From an optimization exercise on the open Yosys and OpenROAD flow, aimed at small area, a short achievable clock period and few clock cycles per item; shortcuts taken in it are not production practice. Function was checked by simulation only, so behaviour that the tests miss may differ from the original. Power figures rest on the tool's default switching activity, not on a simulated workload.

`design/flow/run.sh`:
```
#!/bin/bash
# synth_recipe.tcl (not shown) runs the flow's synth.tcl, then flattens the netlist and writes it again
# the make line also repeats each setting of config.mk as NAME=value (left out here)
make -C /OpenROAD-flow-scripts/flow DESIGN_CONFIG=/design/flow/config.mk WORK_HOME=/design/flow/orfs CLKGATE_MAP_FILE= SYNTH_SCRIPT=/design/flow/synth_recipe.tcl finish
```
`design/flow/config.mk`:
```
export PLATFORM = sky130hd
export DESIGN_NAME = matvec8_part3
export DESIGN_NICKNAME = matvec8_part3
export VERILOG_FILES = /design/flow/design.v
export SDC_FILE = /design/flow/constraint.sdc
export NUM_CORES = 4
export LEC_CHECK = 0
export CAP_MARGIN = 20
export CORE_MARGIN = 2
export CORE_UTILIZATION = 40
export SLEW_MARGIN = 20
```
`design/flow/constraint.sdc`:
```
create_clock -name core_clock -period 10.0 [get_ports {clk}]
set_input_delay 2.0000 -clock core_clock [delete_from_list [all_inputs] [get_ports {clk}]]
set_output_delay 2.0000 -clock core_clock [all_outputs]
set_load 0.01 [all_outputs]
```
`design/flow/design.v`:
```
module matvec8_part3(clk, reset, input_valid, input_ready, input_data, new_matrix, output_valid, output_ready, output_data);
parameter INPUT_LENGTH = 14;
parameter OUTPUT_LENGTH = 28;
parameter MATRIX_LENGTH = 8;
parameter VECTOR_SIZE = MATRIX_LENGTH;
parameter MATRIX_SIZE = MATRIX_LENGTH * MATRIX_LENGTH;
input clk, reset, input_valid, output_ready,new_matrix;
input signed [INPUT_LENGTH-1:0] input_data;
output signed [OUTPUT_LENGTH-1:0] output_data;
output output_valid, input_ready;
wire [$clog2(VECTOR_SIZE)-1:0]wire_addr_x;
wire wire_wr_en_x;
wire [$clog2(MATRIX_SIZE)-1:0]wire_addr_w;
wire wire_wr_en_w;
wire wire_clear_acc;
wire wire_en_acc;
control control_inst(.clk(clk), .reset(reset), .new_matrix(new_matrix), .input_valid(input_valid), .addr_x(wire_addr_x), .wr_en_x(wire_wr_en_x), .addr_w(wire_addr_w), .wr_en_w(wire_wr_en_w), .clear_acc(wire_clear_acc), .en_acc(wire_en_acc), .input_ready(input_ready), .output_valid(output_valid), .output_ready(output_ready));
datapath datapath_inst(.clk(clk), .input_data(input_data), .addr_x(wire_addr_x), .wr_en_x(wire_wr_en_x), .addr_w(wire_addr_w), .wr_en_w(wire_wr_en_w), .clear_acc(wire_clear_acc), .en_acc(wire_en_acc), .output_data(output_data));
endmodule
module datapath(clk, input_data, addr_x, wr_en_x, addr_w, wr_en_w, clear_acc, en_acc, output_data);
parameter INPUT_LENGTH = 14;
parameter OUTPUT_LENGTH = 28;
parameter MATRIX_LENGTH = 8;
parameter MATRIX_SIZE = MATRIX_LENGTH * MATRIX_LENGTH;
parameter VECTOR_SIZE = MATRIX_LENGTH;
input clk, wr_en_x, wr_en_w, clear_acc, en_acc;
input signed [INPUT_LENGTH-1:0] input_data;
input [$clog2(VECTOR_SIZE)-1:0] addr_x ;
input [$clog2(MATRIX_SIZE)-1:0] addr_w;
output logic signed [OUTPUT_LENGTH-1:0] output_data;
   logic [INPUT_LENGTH-1: 0]input_data_holder;                                       
wire [INPUT_LENGTH-1:0] wire_mem_x_data_out;
wire [INPUT_LENGTH-1:0] wire_mem_w_data_out;
wire [OUTPUT_LENGTH-1:0] wire_mult_to_add;
wire [OUTPUT_LENGTH-1:0] wire_add_to_reg28b;
always_ff @(posedge clk)begin
   input_data_holder <= input_data ;
end
memory #(INPUT_LENGTH,MATRIX_SIZE) memoryWInst(.clk(clk), .data_in(input_data_holder), .data_out(wire_mem_w_data_out), .addr(addr_w), .wr_en(wr_en_w));
memory #(INPUT_LENGTH,VECTOR_SIZE) memoryXInst(.clk(clk), .data_in(input_data_holder), .data_out(wire_mem_x_data_out), .addr(addr_x), .wr_en(wr_en_x));
multiplier multiplier_inst(.a_in(wire_mem_x_data_out), .b_in(wire_mem_w_data_out), .mult_out(wire_mult_to_add));
adder adder_inst(.productAB(wire_mult_to_add), .preSum(output_data), .out(wire_add_to_reg28b));
register28b reg28b_add_to_out_inst(.clk(clk), .reset(clear_acc), .en(en_acc), .data(wire_add_to_reg28b), .out(output_data));
endmodule
module control(clk, reset,new_matrix, input_valid, input_ready, output_valid, output_ready, addr_x, wr_en_x, addr_w, wr_en_w, clear_acc, en_acc);
parameter MATRIX_LENGTH = 8;
parameter MATRIX_SIZE = MATRIX_LENGTH * MATRIX_LENGTH;
parameter VECTOR_SIZE = MATRIX_LENGTH;
parameter DATA_SIZE = MATRIX_SIZE + VECTOR_SIZE;
input clk, reset, input_valid, output_ready,new_matrix;
output logic [$clog2(VECTOR_SIZE)-1:0] addr_x;
output logic [$clog2(MATRIX_SIZE)-1:0] addr_w;
output logic wr_en_x, wr_en_w, clear_acc, en_acc, input_ready, output_valid;
logic local_valid, temp_valid, temp_valid2, local_ready,local_wr_en_x, local_wr_en_w; 
logic start_computing,temp_en_acc,temp_clear_acc,continue_next,reset_x_addr,from_loading;          
logic temp_en_accp,temp_en_acc2,came3;
logic unsigned [$clog2(DATA_SIZE)-1:0]count_input_data;                                     
logic unsigned [$clog2(MATRIX_SIZE)-1:0]count_w_addr;
logic unsigned [$clog2(VECTOR_SIZE)-1:0]count_x_addr;
logic unsigned [$clog2(MATRIX_SIZE):0]count_compute;
always_ff @(posedge clk) begin 
    if(reset)begin                                                                          
        local_ready <= 1;                                                                   
        input_ready <= 1;
        local_valid <= 0;
        output_valid <= 0;
        count_input_data <= 0;
        count_w_addr <= 0;
        count_x_addr <= 0;
        count_compute <= 0;
        addr_x <=0;
        addr_w <=0 ;
        local_wr_en_w <= 0;
        local_wr_en_x <= 0;
        wr_en_w <= 0;
        wr_en_x <= 0;
        en_acc <= 0;
        clear_acc <= 1;
        start_computing <= 0;    
        temp_valid <= 0;
        temp_valid2 <= 0;
        temp_en_acc <= 0;
        temp_clear_acc <= 1;
        continue_next <= 0;
        reset_x_addr <= 0;
        from_loading <= 0;
        came3 <= 0;
        temp_en_accp <= 0;
   end 
    else begin
        if(count_input_data != DATA_SIZE &&(!input_valid && !start_computing))begin                 
            if(local_wr_en_w == 1)begin 
                local_wr_en_w <= 0;
                wr_en_w <= 0;
            end
            else if (local_wr_en_x == 1) begin
                local_wr_en_x <= 0;
                wr_en_x <= 0;
            end
        end
        else if((input_valid && local_ready)||count_input_data == DATA_SIZE) begin                  
            if(count_input_data < MATRIX_SIZE) begin                                          
                if(count_input_data == 0)begin
                    if(new_matrix == 1)begin
                        local_wr_en_w <= 1;
                        local_wr_en_x <= 0;
                        wr_en_w <= 1;                                                                 
                        wr_en_x <= 0;
                        count_input_data <= count_input_data +1;
                    end
                    else begin
                        count_input_data <= MATRIX_SIZE+1;
                        local_wr_en_w <= 0;
                        local_wr_en_x <= 1;
                        wr_en_w <= 0;
                        wr_en_x <= 1;
                    end
                end
                else begin
                    local_wr_en_w <= 1;
                    local_wr_en_x <= 0;
                    wr_en_w <= 1;                                                                 
                    wr_en_x <= 0;
                    count_input_data <= count_input_data +1;
                    if(count_input_data != 0 )begin
                        count_w_addr <= count_w_addr +1;
                        addr_w <= count_w_addr +1 ;
                    end
                end
            end
        else if(count_input_data >= MATRIX_SIZE && count_input_data < DATA_SIZE) begin             
            local_wr_en_w <= 0;
            local_wr_en_x <= 1;
            wr_en_w <= 0;
            wr_en_x <= 1;
            count_input_data <= count_input_data +1;                                                
            if(count_input_data != MATRIX_SIZE)begin                                                                  
                count_x_addr <= count_x_addr +1;
                addr_x <= count_x_addr +1 ;
                end
        end                                                                          
	    else if(count_input_data == DATA_SIZE) begin                                                        
            start_computing <= 1;                                                                    
            count_w_addr <= 0;                                                                       
            addr_w <=  0 ;                                                                           
            addr_x <= 0;
            count_x_addr <= 0;
            count_input_data <= 0;
            local_wr_en_x <= 0;
            wr_en_x <= 0;
            temp_en_acc <= 1;
            en_acc <= temp_en_acc ;
            temp_clear_acc <= 0;
            clear_acc <= temp_clear_acc ;
            temp_valid <= 0;
            temp_valid2 <= temp_valid;
            local_valid <= temp_valid2;
            output_valid <= temp_valid2;
            count_compute <= count_compute+1;
		    from_loading <=1;
        end   
	    if(count_input_data +1 == DATA_SIZE)begin                                                               
		    local_ready <= 0 ;                                                                           
            input_ready <= 0;
        end
        end
        else if(start_computing) begin                                                                   
            if( count_compute%MATRIX_LENGTH != 0 || continue_next)begin                                              
		        reset_x_addr <= 0;                                                                       
                continue_next <= 0;
                count_w_addr <= count_w_addr +1;
                addr_w <= count_w_addr +1 ;
                if(reset_x_addr != 1 || from_loading) begin                                              
                    count_x_addr <= count_x_addr +1;
                    addr_x <= count_x_addr +1 ;
		            from_loading <= 0;
                end
                count_compute <= count_compute +1;
                temp_en_acc <= 1;
                en_acc <= temp_en_acc ;
                temp_clear_acc <= 0;
                clear_acc <= temp_clear_acc ;
                if((count_compute +1)%MATRIX_LENGTH == 0)begin                                                           
                    temp_valid <= 1;                                                                         
                    temp_valid2 <= temp_valid;
                    local_valid <= temp_valid2;
                    output_valid <= temp_valid2;
		            temp_en_accp <= 0;
		            came3 <= 1;                                                                             
                end
                else begin                                                                                       
                    temp_valid <= 0;
                    temp_valid2 <= temp_valid;
                    local_valid <= temp_valid2;
                    output_valid <= temp_valid2;
                end
            end
            else if(count_compute%MATRIX_LENGTH == 0) begin                                                                      
                if(count_compute != MATRIX_SIZE) begin 
                    if(output_ready && local_valid)begin                                                               
                        clear_acc <= 1;                                                                                
                        output_valid <= 0;
                        local_valid <= 0;
		                temp_valid <= 0;
		                temp_valid2 <= 0;
		                temp_en_acc <= 0;
                        count_x_addr <= 0;
		                reset_x_addr <= 1;
                        addr_x <= 0 ;
                        continue_next <= 1;
		                en_acc <= 0;
                    end
                    else if(!output_ready && local_valid )begin                                                      
                        en_acc <= 0;
                    end 
                    else if(!local_valid)begin                                                                       
		                if(came3) begin                                                                              
		                    en_acc <= 1;
                            came3<= 0;
                        end
		                 else begin
		                    en_acc <= 0;
                        end
                        temp_valid2 <= temp_valid;                                                                       
                        local_valid <= temp_valid2;
                        output_valid <= temp_valid2;
                    end
                end
                else begin                                                                                               
                    if(output_ready && local_valid)begin                                                                 
                        start_computing <= 0;
                        en_acc <= 0;
                        clear_acc <= 1;
                        local_valid <= 0;
                        output_valid <= 0;
			            temp_valid <= 0;
                        temp_valid2 <= 0;
                        temp_en_acc <= 0;
                        count_compute <= 0;
                        count_w_addr <= 0;
                        count_x_addr <= 0;
                        addr_w <= 0;
                        addr_x <= 0;
                        local_ready <= 1;
                        input_ready<=1;   
                    end
                    else if(!output_ready && local_valid )begin                                                          
                        en_acc <= 0;
                    end 
                    else if(!local_valid)begin                                                                           
		                if(came3) begin
		                    en_acc <= 1;
                            came3<= 0;
                        end
		                else begin
		                    en_acc <= 0;
                        end	
                        temp_valid2 <= temp_valid;
                        local_valid <= temp_valid2;
                        output_valid <= temp_valid2;
                    end
                end
            end
        end
    end
end  
endmodule
module memory(clk, data_in, data_out, addr, wr_en);
parameter WIDTH = 16, SIZE = 64;
localparam LOGSIZE = $clog2(SIZE);
input [WIDTH-1:0] data_in;
output logic [WIDTH-1:0] data_out;
input [LOGSIZE-1:0] addr;
input clk, wr_en;
logic [SIZE-1:0][WIDTH-1:0] mem;
always_ff @(posedge clk) begin
    data_out <= mem[addr];
if (wr_en)
    mem[addr] <= data_in;
end
endmodule
module adder(preSum, productAB, out);
parameter WIDTH = 28;
input signed[WIDTH-1:0] preSum, productAB;
output logic signed[WIDTH-1:0] out;
always_comb begin
    out = productAB + preSum;
    if(preSum>0 && productAB >0 && out<0) begin
        out = signed'(28'b0111111111111111111111111111);
    end
    else if(preSum <0 && productAB <0 && out>0) begin
        out = signed'(28'b1000000000000000000000000000);
    end
end
endmodule
module multiplier(a_in, b_in, mult_out);
parameter WIDTH = 14;
parameter WIDTH2 = 28;
input signed [WIDTH-1:0] a_in, b_in;
output logic signed [WIDTH2-1:0] mult_out;
always_comb begin
    mult_out = a_in * b_in;
end   
endmodule
module register28b(data, en, clk, reset, out);
parameter WIDTH = 28;
input logic signed [WIDTH-1:0] data;
input en, reset, clk ;
output logic signed [WIDTH-1:0] out;
always_ff @(posedge clk) begin
    if (reset) begin
        out <= 0;
    end
    else if (en) begin
        out <= data;
    end
end
endmodule
```
==> impl_metrics.yaml <==
run_status:
  run_status: "complete, no violations"
clock_network:
  clock_sinks: 1118
  hold_buffers: 0
  clock_path_buffers: 3
  clock_latency_ps: 810
  cts.clk_slew.worst_paths_ps: 60
  cts_tree: "yes"
  root_buffer: "clkbuf_16"
  post_cts_buffers: 0
  htree_levels: 4
  numCtsBuffers: 131
pwr:
  cellPowerDensity_nw_per_um2: 396.3
  p_leak_nw: 27.06
  ir_worst_vdd_mv: 1.038
timing:
  relSlewSlack_pct: 12.43
  finalHoldViolCount: 0
  setup_violations: 0
  layout_min_cycle_time_ps: 9178
  fmax_mhz: 109.0
  final_max_slew_viol_count: 0
  fin_tns_setup_ps: 0
  fin_crit_sh_pct: 91.78
  skew_ps: 58.84
  tightest_slew_ps: 1314
  rsz0062_at_grt: "false"
synthesis:
  syn_inst: 5691
  syn_area_per_cell_um2: 11.96
  synthFlopType: "edfxtp_1"
  seq_area_frac_synth_pct: 47.71
  ys_seq_elements: 1118
  synth_top_family_by_area: "compound AO/OA/AOI/OAI gates"
  yosysWarnings: 7
  async_reset_ff_share_pct: 0
  synth_xor_area_share_pct: 1.123
  syn_area_um2: 68060
  yosys.area_share.simple_pct: 9.690
  synth_mux_area_share_pct: 11.76
  synth-edff-count: 1008
  yosysUniqueCellTypes: 96
  synth_compound_area_share_pct: 17.80
  synth_fp_nets: 6035
  synth-adder-area-share_pct: 8.236
die:
  core_area_um2: 169300
  dieArea_um2: 173500
  die_w_um: 416.5
  ios: 49
  rows: 151
  start_util_pct: 40.21
  die_h_um: 416.5
critical_path:
  cp-startpoint: "datapath_inst.memoryWInst.data_out[2]$_DFF_P_"
  start_kind: "register"
  path_class: "reg -> reg"
  cpPeakStageDelay_ps: 660
  worst_r2r_endpoint: "datapath_inst.reg28b_add_to_out_inst.out[1]$_SDFFE_PP0P_"
  r2r-start: "datapath_inst.memoryWInst.data_out[2]$_DFF_P_"
  crit_slowest_cell: "fa_1"
  reg2regPathDepth: 30
  crit_end: "datapath_inst.reg28b_add_to_out_inst.out[1]$_SDFFE_PP0P_"
  arrival_ps: 9850
  r2r_slack_ps: 820
  timing.critical_path.mode_cell: "fa_1"
  crit_path_end_kind: "register"
  cp_max_fo: 18
  cp_data_required_time_ps: 10670
placed_design:
  place.detailed.hpwl_um: 180200
  gp_congestion: 0.9931
  port_buffers: 48
  place_inst: 7736
cells_and_area:
  layout-drive-gt1-share_pct: 14.63
  final_cells: 7984
  final_core_util_pct: 44.94
  final_nets: 5998
  area_growth_pct: 11.77
  final_common_cell: "edfxtp_1"
  layout_common_cells: "edfxtp_1 (1008), nand2_1 (864), a22o_1 (691), o21ai_0 (358), mux4_2 (338)"
detailed_routing:
  drt_iter0_markers: 8873
  drc: 0
  totalWireLength_um: 270000
  wl_per_cell_um: 33.82
  final_antenna_net_count: 0
  drtPass1Iterations: 6
  avgViaCountPerCell: 6.807
  via_count: 54347
grt:
  grt.total_usage_pct: 30.50
  grt_max_degree: 181
  overflow: 0
  grt_pass1_wl_um: 380100
  antenna_found_initial: 15
  first_global_vias: 50711
worst_hold_path:
  hp-class: "reg -> reg"
run:
  max_cap_viol_count: 0
[worst min-delay path by stage]
| stage | slack [ps] | cells past startpoint | end | startpoint |
|---|---|---|---|---|
| after CTS | 460 | 2 | control_inst.temp_en_acc$_SDFFE_PP0P_ | control_inst.temp_en_acc$_SDFFE_PP0P_ |
| final | 460 | 1 | control_inst.temp_clear_acc$_SDFFE_PP1P_ | control_inst.temp_clear_acc$_SDFFE_PP1P_ |
| after global placement | 430 | 1 | control_inst.temp_clear_acc$_SDFFE_PP1P_ | control_inst.temp_clear_acc$_SDFFE_PP1P_ |
| after floorplan | 430 | 1 | control_inst.temp_clear_acc$_SDFFE_PP1P_ | control_inst.temp_clear_acc$_SDFFE_PP1P_ |
| after global routing | 480 | 2 | control_inst.temp_en_acc$_SDFFE_PP0P_ | control_inst.temp_en_acc$_SDFFE_PP0P_ |
| after detailed placement | 450 | 1 | control_inst.temp_clear_acc$_SDFFE_PP1P_ | control_inst.temp_clear_acc$_SDFFE_PP1P_ |
[cells in the mapped netlist (23+ instances only)]
| cell | n | area, µm² |
|---|---|---|
| a21o_1 | 31 | 232.7 |
| a21oi_1 | 130 | 650.6 |
| a221o_1 | 34 | 340.3 |
| a22o_1 | 691 | 6052 |
| a22oi_1 | 23 | 172.7 |
| a31oi_1 | 24 | 150.1 |
| and2_1 | 96 | 600.6 |
| buf_1 | 36 | 135.1 |
| clkbuf_1 | 347 | 1303 |
| dfxtp_1 | 110 | 2202 |
| edfxtp_1 | 1008 | 30270 |
| fa_1 | 205 | 4104 |
| ha_1 | 120 | 1501 |
| inv_1 | 236 | 885.9 |
| mux4_2 | 338 | 7612 |
| nand2_1 | 866 | 3251 |
| nand2b_1 | 26 | 162.7 |
| nand3_1 | 80 | 400.4 |
| nor2_1 | 268 | 1006 |
| nor3_1 | 55 | 275.3 |
| o21ai_0 | 360 | 1802 |
| o22ai_1 | 82 | 513.0 |
| o2bb2ai_1 | 98 | 858.3 |
| xnor2_1 | 48 | 420.4 |
| xor2_1 | 29 | 254.0 |
[flip-flops by register name (all words and copies together), names as in the netlist, 3 cells and up]
name	cells
control_inst.count_compute	7
control_inst.count_input_data	7
control_inst.count_w_addr	6
control_inst.count_x_addr	3
datapath_inst.input_data_holder	14
datapath_inst.memoryWInst.data_out	14
datapath_inst.memoryWInst.mem	896
datapath_inst.memoryXInst.data_out	14
datapath_inst.memoryXInst.mem	112
datapath_inst.reg28b_add_to_out_inst.out	28
[layout make-up]
type	count	area, µm²
Antenna cell	9	22.52
Clock buffer	167	3577
Clock inverter	69	710.7
Fill cell	15417	93210
Inverter	240	903.4
Multi-Input combinational cell	3929	33600
Sequential cell	1118	32490
Tap cell	2218	2775
Timing Repair Buffer	234	1988
[routing by layer]
| metal | part of all wire [%] | routed length, µm | vias to the layer above | GRT usage, % |
|---|---|---|---|---|
| met5 | 0.048 | 129 | - | 0 |
| met4 | 7.0 | 18800 | 18 | 17.54 |
| met3 | 14 | 36460 | 788 | 8.973 |
| met2 | 43 | 115600 | 4039 | 44.73 |
| met1 | 37 | 99060 | 27543 | 40.26 |
| li1 | - | - | 21959 | - |
[timing repair]
item,4_1_cts,5_1_grt
endpoints found under the hold margin,0,0
gates resized for setup,0,1
endpoints found under the setup margin,0,1
[critical path: cells and delay by family (launching register included)]
family	cells	cell delay, ps
AOI/OAI and AO/OA	4	980
xor gates and xnor gates	2	320
adders and majority gates	8	3850
buffers and inverters	5	360
DFF	1	640
and+or+nand+nor	11	2930
[cells by family (layout without fill, tap and decap cells)]
group                    count (synthesis)  count (layout)
buffers and inverters                  644             710
adder cells (fa/ha/maj)                325             325
AND/OR/NAND/NOR                       1518            1518
multiplexers                           375             375
other                                    0               9
flip-flops                            1118            1118
AO/OA/AOI/OAI                         1630            1630
XOR/XNOR                                81              81
[where the power goes]
group	total, mW	internal [mW]	switching [mW]
Clock	4.86	2.72	2.14
Combinational	19.6	7.59	12.0
Sequential	5.67	5.43	0.240
[per-stage QoR]
step,instance area [µm²],total power [mW],hold WS (ps),worst slack [ps]
final,76080,30.15,455.7,822.3
after global routing,76050,32.51,479.1,222.8
after floorplan,68070,20.88,427.4,1803
after CTS,75970,30.06,457.9,687.9
after detailed placement,71690,25.15,445.5,777.6
after global placement,71640,25.20,433.7,951.2
Testbench counts, summed over its fixed seeds: cycles 34,816, vectors 320.

## afterwards: timing with drivers on the ports
The results above use ideal ports. As a check the final layout listed here was re-extracted and re-timed, cells and wires unchanged. Step 1, drivers: a clkbuf_16 drives clk and a buf_2 each remaining input, both assumed. Step 2 adds t to the input delays and takes it off the output delays; t is the mean of the earliest and latest rising clock arrival at the registers after step 1. Input paths then give back, and output paths get back, about the clock's delay inside the block. Slacks: no drivers / after step 1 / after step 2; pairs: no drivers / after step 1.
shift t [ns]: 0.856
slack for setup (ns): 0.822 / 0.822 / 0.822
hold WS [ns]: 0.456 / 0.456 / 0.456
pins driven straight from the clock port: 1
After both steps setup and hold are still met in this run. The setup slack of this run moves by 0.000 ns with the drivers and by 0.000 ns with both steps.
